Context: an optimization exercise on an open-source flow, tuned for small area, a short achievable clock period and few clock cycles. The choices shown serve that exercise and are no tape-out recipe. In this exercise RTL edits were held to simulation tests only and were not proved equivalent to the original. Power is estimated from default activity; no workload was simulated.

==> flow/design.v <==
`timescale 1ns / 1ps
module ALU (a, b, sa, sub, sel_or, sel_and, sel_slt, sel_sll, y);
	input [31:0] a, b;
	input [4:0] sa;
	input sub, sel_or, sel_and, sel_slt, sel_sll;
	output reg [31:0] y;
	wire [31:0] sum = a + (sub ? ~b : b) + {31'd0, sub};
	wire lt = (a[31] ^ b[31]) ? a[31] : sum[31];
	always @(*) begin
		if (sel_or) y = a | b;
		else if (sel_and) y = a & b;
		else if (sel_slt) y = {31'd0, lt};
		else if (sel_sll) y = a << sa;
		else y = sum;
	end
endmodule
`timescale 1ns / 1ps
module AddrGen (a, imm, y);
	input [31:0] a;
	input [15:0] imm;
	output [31:0] y;
	wire [16:0] lo = {1'b0, a[15:0]} + {1'b0, imm};
	wire [15:0] hi1 = a[31:16] + 16'd1;
	assign y = {lo[16] ? hi1 : a[31:16], lo[15:0]};
endmodule
`timescale 1ns / 1ps
module CPU(clk, reset, initPC,
			  imem_addr, imem_rdata,
			  dmem_addr, dmem_wdata, dmem_we, dmem_rdata,
			  halted);
	input clk, reset;
	input [31:0] initPC;
	output [31:0] imem_addr;
	input  [31:0] imem_rdata;
	output [31:0] dmem_addr;
	output [31:0] dmem_wdata;
	output dmem_we;
	input  [31:0] dmem_rdata;
	output reg halted;
	localparam [5:0] op_add  = 6'b000000, op_sub  = 6'b000001, op_addi = 6'b000010,
	                 op_or   = 6'b010000, op_and  = 6'b010001, op_ori  = 6'b010010,
	                 op_sll  = 6'b011000, op_move = 6'b100000, op_slt  = 6'b100111,
	                 op_sw   = 6'b110000, op_lw   = 6'b110001, op_beq  = 6'b110100,
	                 op_j    = 6'b111000, op_jr   = 6'b111001, op_jal  = 6'b111010,
	                 op_halt = 6'b111111;
	reg [31:0] PC;
	assign imem_addr = PC;
	reg [31:0] e_a, e_b;
	reg [15:0] e_imm;
	reg [4:0]  e_rd;
	reg e_we, e_lw, e_sw, e_beq, e_jr;
	reg e_sub, e_or, e_and, e_slt, e_sll;
	wire [31:0] alu_y;
	ALU alu(.a(e_a), .b(e_b), .sa(e_imm[10:6]), .sub(e_sub), .sel_or(e_or),
	        .sel_and(e_and), .sel_slt(e_slt), .sel_sll(e_sll), .y(alu_y));
	wire [31:0] wb = e_lw ? dmem_rdata : alu_y;
	AddrGen ag(.a(e_a), .imm(e_imm), .y(dmem_addr));
	assign dmem_wdata = e_b;
	assign dmem_we    = e_sw & ~reset;
	wire taken = e_beq & (e_a == e_b);
	wire redirect = taken | e_jr;
	wire [31:0] btarget = PC + {{14{e_imm[15]}}, e_imm, 2'b00};
	wire [31:0] ins = imem_rdata;
	wire [5:0] op = ins[31:26];
	wire [4:0] rs = ins[25:21], rt = ins[20:16], rd = ins[15:11];
	wire d_add  = op == op_add,  d_sub  = op == op_sub,  d_addi = op == op_addi;
	wire d_or   = op == op_or,   d_and  = op == op_and,  d_ori  = op == op_ori;
	wire d_sll  = op == op_sll,  d_move = op == op_move, d_slt  = op == op_slt;
	wire d_sw   = op == op_sw,   d_lw   = op == op_lw,   d_beq  = op == op_beq;
	wire d_j    = op == op_j,    d_jr   = op == op_jr,   d_jal  = op == op_jal;
	wire d_halt = op == op_halt;
	wire wr_rd = d_add | d_sub | d_or | d_and | d_sll | d_move | d_slt;
	wire wr_rt = d_addi | d_ori | d_lw;
	wire [4:0] dest = d_jal ? 5'd31 : (wr_rt ? rt : rd);
	reg [31:0] register [1:31];
	reg [31:0] rf_a, rf_b;
	integer i;
	always @(*) begin
		rf_a = 32'd0;
		rf_b = 32'd0;
		for (i = 1; i < 32; i = i + 1) begin
			rf_a = rf_a | (register[i] & {32{rs == i}});
			rf_b = rf_b | (register[i] & {32{rt == i}});
		end
	end
	always @(posedge clk)
		if (e_we && e_rd != 5'd0)
			register[e_rd] <= wb;
	wire [31:0] pc4 = PC + 32'd4;
	wire fwd_a = e_we & (e_rd == rs);
	wire fwd_b = e_we & (e_rd == rt);
	wire [31:0] a_val = d_jal ? pc4 : (fwd_a ? wb : rf_a);
	wire alu_imm = d_addi | d_ori | d_jal;
	wire [31:0] b_val = alu_imm ? {16'd0, d_jal ? 16'd0 : ins[15:0]} : (fwd_b ? wb : rf_b);
	wire kill = reset | redirect;
	always @(posedge clk) begin
		e_a <= a_val;
		e_b <= b_val;
		e_imm <= d_jal ? 16'd0 : ins[15:0];
		e_rd <= dest;
		e_sub <= d_sub | d_slt;
		e_or  <= d_or | d_ori;
		e_and <= d_and;
		e_slt <= d_slt;
		e_sll <= d_sll;
		if (kill) begin
			e_we <= 1'b0; e_lw <= 1'b0; e_sw <= 1'b0;
			e_beq <= 1'b0; e_jr <= 1'b0;
		end else begin
			e_we <= (wr_rd | wr_rt | d_jal) & (dest != 5'd0);
			e_lw <= d_lw; e_sw <= d_sw;
			e_beq <= d_beq; e_jr <= d_jr;
		end
	end
	always @(posedge clk) begin
		if (reset) PC <= initPC;
		else if (redirect) PC <= e_jr ? e_a : btarget;
		else if (d_halt) PC <= PC;
		else if (d_j | d_jal) PC <= {PC[31:28], ins[25:0], 2'b00};
		else PC <= pc4;
	end
	always @(posedge clk) begin
		if (reset) halted <= 1'b0;
		else if (d_halt & ~redirect) halted <= 1'b1;
	end
endmodule
==> flow/config.mk <==
export PLATFORM = sky130hd
export DESIGN_NAME = CPU
export DESIGN_NICKNAME = CPU
export VERILOG_FILES = /design/flow/design.v
export SDC_FILE = /design/flow/constraint.sdc
export NUM_CORES = 4
export LEC_CHECK = 0
export CAP_MARGIN = 20
export CORE_MARGIN = 2
export CORE_UTILIZATION = 40
export CTS_BUF_LIST = sky130_fd_sc_hd__clkbuf_8
export CTS_CLUSTER_DIAMETER = 70
export CTS_CLUSTER_SIZE = 12
export SLEW_MARGIN = 20
export SYNTH_HIERARCHICAL = 1
==> flow/constraint.sdc <==
create_clock -name core_clock -period 10.0 [get_ports {clk}]
set_input_delay 2.0000 -clock core_clock [delete_from_list [all_inputs] [get_ports {clk}]]
set_output_delay 2.0000 -clock core_clock [all_outputs]
set_load 0.01 [all_outputs]
standard.sh (not shown) runs the stock make flow with config.mk's settings and CLKGATE_MAP_FILE= SYNTH_SCRIPT=/design/flow/synth_recipe.tcl, a recipe that flattens the netlist after the stock synthesis.
==> flow/flow/run.sh <==
#!/bin/bash
# Own layout flow: the standard flow (standard.sh, every step, its
# synthesis unchanged) with two changes to how the layout is optimised:
#  - the port buffers that global placement inserts are sky130_fd_sc_hd__buf_1
#    rather than the delay buffer buffer_ports picks by default (every input
#    and output port still gets its own buffer, which repair may resize);
#  - repair_timing aims for 5.3 ns of setup slack at the design's 10 ns clock.
# make's full output goes to standard_flow.log in this folder; ORFS's own
# per-step logs stay under orfs/logs.
set -euo pipefail
export BUFFER_PORTS_ARGS="-buffer_cell sky130_fd_sc_hd__buf_1"
export SETUP_SLACK_MARGIN=5.3
bash standard.sh > standard_flow.log 2>&1
The baseline passed the timing, design-rule and antenna checks.
Testbench counts at the start, summed over its fixed seeds: cycles 18,739.
Rerun with:
--- a/flow/flow/run.sh
+++ b/flow/flow/run.sh
@@ -7 +7 @@
-#  - repair_timing aims for 5.3 ns of setup slack at the design's 10 ns clock.
+#  - repair_timing aims for 5.6 ns of setup slack at the design's 10 ns clock.
@@ -12 +12 @@
-export SETUP_SLACK_MARGIN=5.3
+export SETUP_SLACK_MARGIN=5.6
- CTS_BUF_LIST: sky130_fd_sc_hd__clkbuf_8 -> unset
- CTS_CLUSTER_DIAMETER: 70 -> 100
- CTS_CLUSTER_SIZE: 12 -> 20
Routed wire length goes up by 2.4%; power goes up by 3.9%; non-clock buffer count rose by 39; design area goes up by about 1.6%; synthesized cell count stays the same.
Rerun with:
==> flow/run.sh (new file) <==
#!/bin/bash
# synth_recipe.tcl (not shown) runs the flow's synth.tcl, then flattens the netlist and writes it again
# the make line also repeats each setting of config.mk as NAME=value (left out here)
make -C /OpenROAD-flow-scripts/flow DESIGN_CONFIG=/design/flow/config.mk WORK_HOME=/design/flow/orfs CLKGATE_MAP_FILE= SYNTH_SCRIPT=/design/flow/synth_recipe.tcl finish
- SETUP_SLACK_MARGIN: unset -> 5
removed: flow/flow/run.sh
removed: flow/standard.sh
=> Design area shrinks by 0.56%; routed wire length shrinks by about 1.9%; sequential cell count stays the same; global-route usage shrinks by 0.65 points; cell count shrinks by about 1%; critical path depth is unchanged; non-clock buffer count shrinks by 58; total power shrinks by 2.4%.
Rerun with:
==> flow/flow/run.sh (new file) <==
#!/bin/bash
# Own layout flow: the standard flow (standard.sh, every step, its
# synthesis unchanged) with two changes to how the layout is optimised:
#  - the port buffers that global placement inserts are sky130_fd_sc_hd__buf_1
#    rather than the delay buffer buffer_ports picks by default (every input
#    and output port still gets its own buffer, which repair may resize);
#  - repair_timing aims for 6.0 ns of setup slack at the design's 10 ns clock.
# make's full output goes to standard_flow.log in this folder; ORFS's own
# per-step logs stay under orfs/logs.
set -euo pipefail
export BUFFER_PORTS_ARGS="-buffer_cell sky130_fd_sc_hd__buf_1"
export SETUP_SLACK_MARGIN=6.0
bash standard.sh > standard_flow.log 2>&1
==> flow/standard.sh (new file) <==
#!/bin/bash
# synth_recipe.tcl (not shown) runs the flow's synth.tcl, then flattens the netlist and writes it again
# the make line also repeats each setting of config.mk as NAME=value (left out here)
make -C /OpenROAD-flow-scripts/flow DESIGN_CONFIG=/design/flow/config.mk WORK_HOME=/design/flow/orfs CLKGATE_MAP_FILE= SYNTH_SCRIPT=/design/flow/synth_recipe.tcl "${@:-finish}"
- SETUP_SLACK_MARGIN: 5 -> unset
removed: flow/run.sh
What happened:
- wire length goes up by 4.4%
- utilization increases by 1.7 points
- final area rose by 3.6%
- sequential share of layout area drops by 1.7 points
- total power rose by 6.1%
- via count went up by 4.9%

[static timing again, ports no longer ideal]
The flow's constraints put no driver on any port. The routed layouts listed below were extracted and timed again, unchanged, in two steps. Step 1 (the two cells are an assumption about what drives the block):
set clk [get_ports {clk}]
set_driving_cell -lib_cell sky130_fd_sc_hd__clkbuf_16 $clk
set_driving_cell -lib_cell sky130_fd_sc_hd__buf_2 [delete_from_list [all_inputs] $clk]
Step 2, shift: input delay + t, output delay - t, t = (earliest + latest rising clock arrival at the registers) / 2. This alone moves slack from input paths to output paths. Three values: no drivers, after step 1, after step 2; two values: the first two.
run | shift t [ns] | slack for setup (ns) | worst setup path after step 2
the first run | 0.975 | 4.862 / 4.780 / 4.135 | input to register
the second run | 0.761 | 5.148 / 5.074 / 4.618 | input to register
the third run | 0.747 | 4.859 / 4.835 / 4.088 | input to register
the fourth run | 0.762 | 5.171 / 5.095 / 5.069 | input to register
After both steps every run listed still meets setup and hold. For the third run, which loses most, drivers alone change the setup slack by -0.024 ns; drivers and shift together by -0.771 ns.
